Source: an optimization exercise on an open RTL-to-GDS flow (aim: small area). Production flows keep margins and buffers that such runs may drop. Function was checked by simulation only, so behaviour that the tests miss may differ from the original.

==> flow/design.v <==
module spi_oled(
	input  clk,
	input  rst_n,
	output oled_cs,
	output oled_sck,
	output oled_rst,
	output oled_dc,
	output oled_mosi
);
reg [4:0] dv;
reg [3:0] sl;
reg [7:0] q;
reg [2:0] pg;
reg       rst_q;
wire gap    = sl[3];
wire dv_end = dv[4] & dv[3] & dv[0];           
wire q_inc  = gap & (dv == 5'd1);
wire su     = q[7] & ~(q[6] & q[5] & (|q[4:1]));  
wire win    = (q > 8'hB7 && q < 8'hCC) ||
              (q == 8'hB7 && ((sl == 4'd6 && dv >= 5'd6) || sl < 4'd6 || (gap && dv < 5'd2))) ||
              (q == 8'hCC && ((gap && dv >= 5'd2) || (!gap && sl > 4'd3) || (sl == 4'd3 && dv <= 5'd14)));
always @(posedge clk) begin
	if (!rst_n) begin
		dv    <= 5'd24;
		sl    <= 4'd1;
		q     <= 8'hA1;
		pg    <= 3'd0;
		rst_q <= 1'b0;
	end else begin
		dv <= dv_end ? 5'd0 : dv + 5'd1;
		if (dv_end) sl <= (sl == 4'd0) ? 4'd8 : sl - 4'd1;
		if (q_inc) begin
			if (q == 8'h7F) begin
				q  <= 8'hFD;
				pg <= pg + 3'd1;
			end else
				q <= q + 8'd1;
		end
		rst_q <= ~win;
	end
end
reg [7:0] cmd;
always @(*) begin
	case (q[4:0])
		5'd2: cmd = 8'hAE;
		5'd3: cmd = 8'h00;
		5'd4: cmd = 8'h10;
		5'd5: cmd = 8'h40;
		5'd6: cmd = 8'h81;
		5'd7: cmd = 8'hFF;
		5'd8: cmd = 8'hA1;
		5'd9: cmd = 8'hC8;
		5'd10: cmd = 8'hA6;
		5'd11: cmd = 8'hA8;
		5'd12: cmd = 8'h3F;
		5'd13: cmd = 8'hD3;
		5'd14: cmd = 8'h00;
		5'd15: cmd = 8'hD5;
		5'd16: cmd = 8'h80;
		5'd17: cmd = 8'hD9;
		5'd18: cmd = 8'hF1;
		5'd19: cmd = 8'hDA;
		5'd20: cmd = 8'h12;
		5'd21: cmd = 8'hDB;
		5'd22: cmd = 8'h40;
		5'd23: cmd = 8'h20;
		5'd24: cmd = 8'h02;
		5'd25: cmd = 8'h8D;
		5'd26: cmd = 8'h14;
		5'd27: cmd = 8'hA4;
		5'd28: cmd = 8'hAF;
		5'd29: cmd = {5'b10110, pg};
		5'd30: cmd = 8'h00;
		5'd31: cmd = 8'h10;
		default: cmd = 8'h00;
	endcase
end
localparam [767:0] TOPS = 768'b111111111111111111111111111111111111111111111111111111111111111111111111111111111111111111111111111111111111111111111111111111111111111111111111111111111111111111111111111111111111111111111111111111010101010010010000001111001110001101001100001100001011001011001010001010001010001010001001001001001001001001001001001001001010001010001010001010001010001011001011001100001100001101001101001110001111010000010001010010010001010000001111001110001101001101001100001100001011001011001010001010001010001010001001001001001001001001001001001001001001001010001010001010001010001011001011001100001100001101001110001111010000010010010101111111111111111111111111111111111111111111111111111111111111111111111111111111111111111111111111111111111111111111111111111111111111111111111111;
localparam [767:0] BOTS = 768'b000000000000000000000000000000000000000000000000000000000000000000000000000000000000000000000000000000000000000000000000000000000000000000000000000000000000000000000000000000000000000000000000000000011010011101011111100001100010100100100101100110100111101000101001101010101011101011101100101101101101101110101111101111110000110000110001110001110010110010110011110011110100110100110100110101110101110110110110110110110110110101110101110101110100110100110100110011110011110010110010110001110001110000110000101111101111101110101101101101101100101011101011101010101001101000100111100110100101100011100010100001011111011101011010000000000000000000000000000000000000000000000000000000000000000000000000000000000000000000000000000000000000000000000000000000000000000000000000;
wire [5:0] top = TOPS[q[6:0]*6 +: 6];
wire [5:0] bot = BOTS[q[6:0]*6 +: 6];
wire [5:0] row = {pg, sl[2:0]};
wire pix = (row >= top) && (row <= bot);
wire bit_out = q[7] ? cmd[sl[2:0]] : pix;
assign oled_cs   = su | (gap & ~(dv[4] | (dv[3] & dv[2])));
assign oled_sck  = ~su & ~gap & (dv[4] | (dv[3] & dv[2]));
assign oled_mosi = ~su & ~gap & bit_out;
assign oled_dc   = ~q[7];
assign oled_rst  = rst_q;
endmodule
==> flow/config.mk <==
export PLATFORM = sky130hd
export DESIGN_NAME = spi_oled
export DESIGN_NICKNAME = spi_oled
export VERILOG_FILES = /design/flow/design.v
export SDC_FILE = /design/flow/constraint.sdc
export NUM_CORES = 4
export LEC_CHECK = 0
export CAP_MARGIN = 20
export CORE_MARGIN = 2
export CORE_UTILIZATION = 40
export SLEW_MARGIN = 20
export SYNTH_MEMORY_MAX_BITS = 16384
==> flow/constraint.sdc <==
create_clock -name core_clock -period 10.0 [get_ports {clk}]
set_input_delay 2.0000 -clock core_clock [delete_from_list [all_inputs] [get_ports {clk}]]
set_output_delay 2.0000 -clock core_clock [all_outputs]
set_load 0.01 [all_outputs]
run.sh (not shown) runs the stock make flow with config.mk's settings and CLKGATE_MAP_FILE= SYNTH_SCRIPT=/design/flow/synth_recipe.tcl, a recipe that flattens the netlist after the stock synthesis.
The starting point passed the timing, DRC and antenna checks.
==> next run, changes <==
==> flow/flow/run.sh (new file) <==
#!/bin/bash
set -e
bash standard.sh > standard.log 2>&1
==> flow/standard.sh (new file) <==
#!/bin/bash
# synth_recipe.tcl (not shown) runs the flow's synth.tcl, then flattens the netlist and writes it again
# the make line also repeats each setting of config.mk as NAME=value (left out here)
make -C /OpenROAD-flow-scripts/flow DESIGN_CONFIG=/design/flow/config.mk WORK_HOME=/design/flow/orfs CLKGATE_MAP_FILE= SYNTH_SCRIPT=/design/flow/synth_recipe.tcl "${@:-finish}"
removed: flow/run.sh
Result: Synthesized area stays the same. Global-route usage is unchanged. Worst setup slack is unchanged. Die area is unchanged. Final cell count is unchanged. First-iteration DRC count stays the same.

what the ideal ports hide:
In the flow no input, the clock included, has a driving cell. The finished layouts below were timed again as built, in two steps. Step 1, drivers: a clkbuf_16 drives clk and a buf_2 each remaining input, both assumed. Step 2 times the ports against the registers' clock, not the clock port: input delays grow and output delays shrink by t, the midpoint of the rising clock arrivals with the driver on. Slacks: ideal / step 1 / step 2; pairs: ideal / step 1.
run | t (ns) | setup slack, ns | hold WS [ns] | cell pins on the clock port's net
the first run | 0.278 | 3.450 / 3.428 / 3.706 | 0.563 / 0.563 / 0.563 | 1
the second run | 0.278 | 3.450 / 3.428 / 3.706 | 0.563 / 0.563 / 0.563 | 1
After both steps every run listed still meets setup and hold.
